This is an optimization exercise on Yosys and OpenROAD, whose aim is small area, a short achievable clock period and few clock cycles per item, not a production implementation.
Where RTL was checked, it was by simulation tests only, not by an equivalence proof against the original.

==> flow/design.v <==
module div_find_ones (
    input wire [32-1 : 0]  data_in,
    output wire [4:0]               lz,
    output wire                     zero
);
wire [3:0] v;         
wire [2:0] z [0:3];   
genvar j;
generate
    for (j = 0; j < 4; j = j + 1) begin : byte_lz
        wire [7:0] b  = data_in[8*j+7 : 8*j];
        wire       z2 = ~|b[7:4];
        wire [3:0] n  = z2 ? b[3:0] : b[7:4];
        wire       z1 = ~|n[3:2];
        wire [1:0] t  = z1 ? n[1:0] : n[3:2];
        assign v[j] = |b;
        assign z[j] = {z2, z1, ~t[1]};
    end
endgenerate
assign zero   = ~|v;
assign lz[4]  = ~v[3] & ~v[2];
assign lz[3]  = ~v[3] & (v[2] | ~v[1]);
assign lz[2:0] = v[3] ? z[3] : v[2] ? z[2] : v[1] ? z[1] : z[0];
endmodule
module div_add_ks #(parameter W = 34) (
    input  wire [W-1:0] a,
    input  wire [W-1:0] b,
    input  wire         cin,
    output wire [W-1:0] sum
);
localparam [63:0] BM0 = 64'h5555555555555555;
localparam [63:0] UP0 = 64'haaaaaaaaaaaaaaaa;
localparam [63:0] BM1 = 64'h2222222222222222;
localparam [63:0] UP1 = 64'hcccccccccccccccc;
localparam [63:0] BM2 = 64'h0808080808080808;
localparam [63:0] UP2 = 64'hf0f0f0f0f0f0f0f0;
localparam [63:0] BM3 = 64'h0080008000800080;
localparam [63:0] UP3 = 64'hff00ff00ff00ff00;
localparam [63:0] BM4 = 64'h0000800000008000;
localparam [63:0] UP4 = 64'hffff0000ffff0000;
localparam [63:0] BM5 = 64'h0000000080000000;
localparam [63:0] UP5 = 64'hffffffff00000000;
function [W-1:0] add_sk(input [W-1:0] x, input [W-1:0] y, input c);
    reg [W:0] g, p, gs, ps;
    begin
        g = {x & y, c};
        p = {x ^ y, 1'b0};
        gs = (g & BM0[W:0]) << 1;
        ps = (p & BM0[W:0]) << 1;
        g = g | (p & gs);
        p = p & (ps | ~UP0[W:0]);
        gs = (g & BM1[W:0]) << 1;
        ps = (p & BM1[W:0]) << 1;
        gs = gs | (gs << 1);
        ps = ps | (ps << 1);
        g = g | (p & gs);
        p = p & (ps | ~UP1[W:0]);
        gs = (g & BM2[W:0]) << 1;
        ps = (p & BM2[W:0]) << 1;
        gs = gs | (gs << 1);
        ps = ps | (ps << 1);
        gs = gs | (gs << 2);
        ps = ps | (ps << 2);
        g = g | (p & gs);
        p = p & (ps | ~UP2[W:0]);
        gs = (g & BM3[W:0]) << 1;
        ps = (p & BM3[W:0]) << 1;
        gs = gs | (gs << 1);
        ps = ps | (ps << 1);
        gs = gs | (gs << 2);
        ps = ps | (ps << 2);
        gs = gs | (gs << 4);
        ps = ps | (ps << 4);
        g = g | (p & gs);
        p = p & (ps | ~UP3[W:0]);
        gs = (g & BM4[W:0]) << 1;
        ps = (p & BM4[W:0]) << 1;
        gs = gs | (gs << 1);
        ps = ps | (ps << 1);
        gs = gs | (gs << 2);
        ps = ps | (ps << 2);
        gs = gs | (gs << 4);
        ps = ps | (ps << 4);
        gs = gs | (gs << 8);
        ps = ps | (ps << 8);
        g = g | (p & gs);
        p = p & (ps | ~UP4[W:0]);
        gs = (g & BM5[W:0]) << 1;
        ps = (p & BM5[W:0]) << 1;
        gs = gs | (gs << 1);
        ps = ps | (ps << 1);
        gs = gs | (gs << 2);
        ps = ps | (ps << 2);
        gs = gs | (gs << 4);
        ps = ps | (ps << 4);
        gs = gs | (gs << 8);
        ps = ps | (ps << 8);
        gs = gs | (gs << 16);
        ps = ps | (ps << 16);
        g = g | (p & gs);
        p = p & (ps | ~UP5[W:0]);
        add_sk = (x ^ y) ^ g[W-1:0];
    end
endfunction
assign sum = add_sk(a, b, cin);
endmodule
module div (
    input wire                      clk,
    input wire                      rst_n,
    input wire                      div_start,
    input wire [2:0]                div_opcode,
    input wire [32-1 : 0]  div_divident,
    input wire [32-1 : 0]  div_divisor,
    output wire [32-1 : 0] div_quotient,
    output wire [32-1 : 0] div_remainder,
    output wire                     div_finish
);
reg st_idle, st_abs, st_shift, st_iter, st_fix, st_done;
reg [31:0] rem_r;     
reg [33:0] dsr_r;     
reg [31:0] quo_r;
reg [4:0]  lza_r;     
reg [4:0]  lzb_r;     
reg [4:0]  k_r;       
reg        sa_r;      
reg        sb_r;      
reg        cin_r;     
reg        neg_q;     
reg        neg_r;     
wire load = st_idle | st_done;
wire start_signed = (div_opcode == 3'd1);
wire start_sa     = start_signed & div_divident[31];
wire start_sb     = start_signed & div_divisor[31];
wire [31:0] rem_neg = ~rem_r + 32'd1;
wire [4:0] lz_in_a, lz_in_b, lz_neg_a, lz_neg_b;
wire       z_in_a, z_in_b, z_neg_a, z_neg_b;
div_find_ones u_lz_in_a  (.data_in(div_divident),  .lz(lz_in_a),  .zero(z_in_a));
div_find_ones u_lz_in_b  (.data_in(div_divisor),   .lz(lz_in_b),  .zero(z_in_b));
div_find_ones u_lz_neg_a (.data_in(rem_neg),       .lz(lz_neg_a), .zero(z_neg_a));
div_find_ones u_lz_neg_b (.data_in(~dsr_r[31:0]),  .lz(lz_neg_b), .zero(z_neg_b));
wire [5:0] k6     = {1'b0, lzb_r} - {1'b0, lza_r};
wire [4:0] k      = k6[4:0];
wire       fix    = neg_r | (neg_q & ~(st_shift & zb));
wire       zb     = ~|dsr_r[31:0];    
wire       sh_end = st_shift & (zb | k6[5]);
wire       it_end = st_iter & (k_r == 5'd0);
wire        fill = ~sb_r;
wire [33:0] s_in = {2'b11, dsr_r[31:0] ^ {32{~sb_r}}};
wire [33:0] s0 = k[0] ? {s_in[32:0], fill}    : s_in;
wire [33:0] s1 = k[1] ? {s0[31:0], {2{fill}}}   : s0;
wire [33:0] s2 = k[2] ? {s1[29:0], {4{fill}}}   : s1;
wire [33:0] s3 = k[3] ? {s2[25:0], {8{fill}}}   : s2;
wire [33:0] s4 = k[4] ? {s3[17:0], {16{fill}}}  : s3;
wire [33:0] sum;
div_add_ks #(.W(34)) u_add (.a({2'b00, rem_r}), .b(dsr_r), .cin(cin_r), .sum(sum));
wire        qbit = ~sum[33];
always @(posedge clk or negedge rst_n) begin
    if (!rst_n) begin
        st_idle  <= 1'b1;
        st_abs   <= 1'b0;
        st_shift <= 1'b0;
        st_iter  <= 1'b0;
        st_fix   <= 1'b0;
        st_done  <= 1'b0;
    end else begin
        st_idle  <= (st_idle | st_done) & ~div_start;
        st_abs   <= div_start & (start_sa | start_sb);
        st_shift <= (div_start & ~(start_sa | start_sb)) | st_abs;
        st_iter  <= (st_shift & ~(zb | k6[5])) | (st_iter & (k_r != 5'd0));
        st_fix   <= (sh_end | it_end) & fix;
        st_done  <= st_fix | ((sh_end | it_end) & ~fix);
    end
end
always @(posedge clk) begin
    if (load) begin
        rem_r <= div_divident;
        dsr_r <= {2'b00, div_divisor};
        lza_r <= lz_in_a;
        lzb_r <= lz_in_b;
        sa_r  <= start_sa;
        sb_r  <= start_sb;
        cin_r <= ~start_sb;
        neg_q <= start_sa ^ start_sb;
        neg_r <= start_sa;
    end
    if (st_abs) begin
        if (sa_r) begin
            rem_r <= rem_neg;
            lza_r <= lz_neg_a;
        end
        if (sb_r) lzb_r <= lz_neg_b;
    end
    if (st_shift) begin
        dsr_r <= s4;
        k_r   <= k;
        quo_r <= {32{zb}};
        if (zb) neg_q <= 1'b0;
    end
    if (st_iter) begin
        if (qbit) rem_r <= sum[31:0];
        quo_r <= {quo_r[30:0], qbit};
        dsr_r <= {dsr_r[33], dsr_r[33:1]};
        k_r   <= k_r - 5'd1;
    end
    if (st_fix) begin
        if (neg_r) rem_r <= rem_neg;
        if (neg_q) quo_r <= ~quo_r + 32'd1;
    end
end
assign div_quotient  = quo_r;
assign div_remainder = rem_r;
assign div_finish    = st_done;
endmodule
clock: 12.0 ns
lec_check: 0
cap_margin: 20
core_margin: 2
core_utilization: 40
cts_buf_list: sky130_fd_sc_hd__clkbuf_8
cts_cluster_size: 30
slew_margin: 20
standard.sh (not shown) runs the stock make flow with config.mk's settings and CLKGATE_MAP_FILE= SYNTH_SCRIPT=/design/flow/synth_recipe.tcl, a recipe that flattens the netlist after the stock synthesis.
==> flow/flow/run.sh <==
#!/bin/bash
set -euo pipefail
MARGIN=8.3
bash standard.sh synth > synth.log 2>&1
bash standard.sh SETUP_SLACK_MARGIN=$MARGIN "BUFFER_PORTS_ARGS=-buffer_cell sky130_fd_sc_hd__buf_1" finish > layout.log 2>&1
Testbench counts at the start, summed over its fixed seeds: cycles 179,195, ops 12,000.
Change:
--- a/flow/design.v
+++ b/flow/design.v
@@ -121,7 +121,6 @@
 reg [31:0] quo_r;
 reg [4:0]  lza_r;     
 reg [4:0]  lzb_r;     
-reg [4:0]  k_r;       
 reg        sa_r;      
 reg        sb_r;      
 reg        cin_r;     
@@ -143,7 +142,7 @@
 wire       fix    = neg_r | (neg_q & ~(st_shift & zb));
 wire       zb     = ~|dsr_r[31:0];    
 wire       sh_end = st_shift & (zb | k6[5]);
-wire       it_end = st_iter & (k_r == 5'd0);
+wire       it_end = st_iter & (lzb_r == 5'd0);
 wire        fill = ~sb_r;
 wire [33:0] s_in = {2'b11, dsr_r[31:0] ^ {32{~sb_r}}};
 wire [33:0] s0 = k[0] ? {s_in[32:0], fill}    : s_in;
@@ -166,7 +165,7 @@
         st_idle  <= (st_idle | st_done) & ~div_start;
         st_abs   <= div_start & (start_sa | start_sb);
         st_shift <= (div_start & ~(start_sa | start_sb)) | st_abs;
-        st_iter  <= (st_shift & ~(zb | k6[5])) | (st_iter & (k_r != 5'd0));
+        st_iter  <= (st_shift & ~(zb | k6[5])) | (st_iter & (lzb_r != 5'd0));
         st_fix   <= (sh_end | it_end) & fix;
         st_done  <= st_fix | ((sh_end | it_end) & ~fix);
     end
@@ -192,7 +191,7 @@
     end
     if (st_shift) begin
         dsr_r <= s4;
-        k_r   <= k;
+        lzb_r <= k;
         quo_r <= {32{zb}};
         if (zb) neg_q <= 1'b0;
     end
@@ -200,7 +199,7 @@
         if (qbit) rem_r <= sum[31:0];
         quo_r <= {quo_r[30:0], qbit};
         dsr_r <= {dsr_r[33], dsr_r[33:1]};
-        k_r   <= k_r - 5'd1;
+        lzb_r <= lzb_r - 5'd1;
     end
     if (st_fix) begin
         if (neg_r) rem_r <= rem_neg;
Effect: The changed run completed without violations; design area goes up by about 0.4%; wire length came out lower by about 4%; critical path depth is higher by 10; global-route usage grows by 0.31 points; first-iteration DRC count increases by about 2%; setup slack gets worse by 0.18 ns; clock-buffer cell count grows by 4; cell count falls by 1.8%; register-to-register slack hardly moves; sequential share of layout area came out lower by 1.3 points.
The RTL of the second run of this note was laid out without a check of its function.

-- static timing again, ports no longer ideal --
The flow's constraints put no driver on any port. The routed layouts listed below were extracted and timed again, unchanged, in two steps. Step 1 assumes that a clkbuf_16 drives the clock port and a buf_2 every other input. Step 2 also shifts input and output timing later by t, the mid clock arrival at the registers, as if the neighbouring blocks saw the same clock. Three values: no drivers, after step 1, after step 2; two values: the first two.
run	shift t [ns]	slack for setup (ns)	worst setup path at the end	cell pins on the clock port's net
the first run	0.514	8.346 / 8.296 / 7.898	input to register	1
the second run	0.485	8.165 / 8.170 / 7.685	input to register	1
After both steps setup and hold are still met in every run listed. For the second run, which loses most, drivers alone change the setup slack by +0.005 ns; drivers and shift together by -0.480 ns.
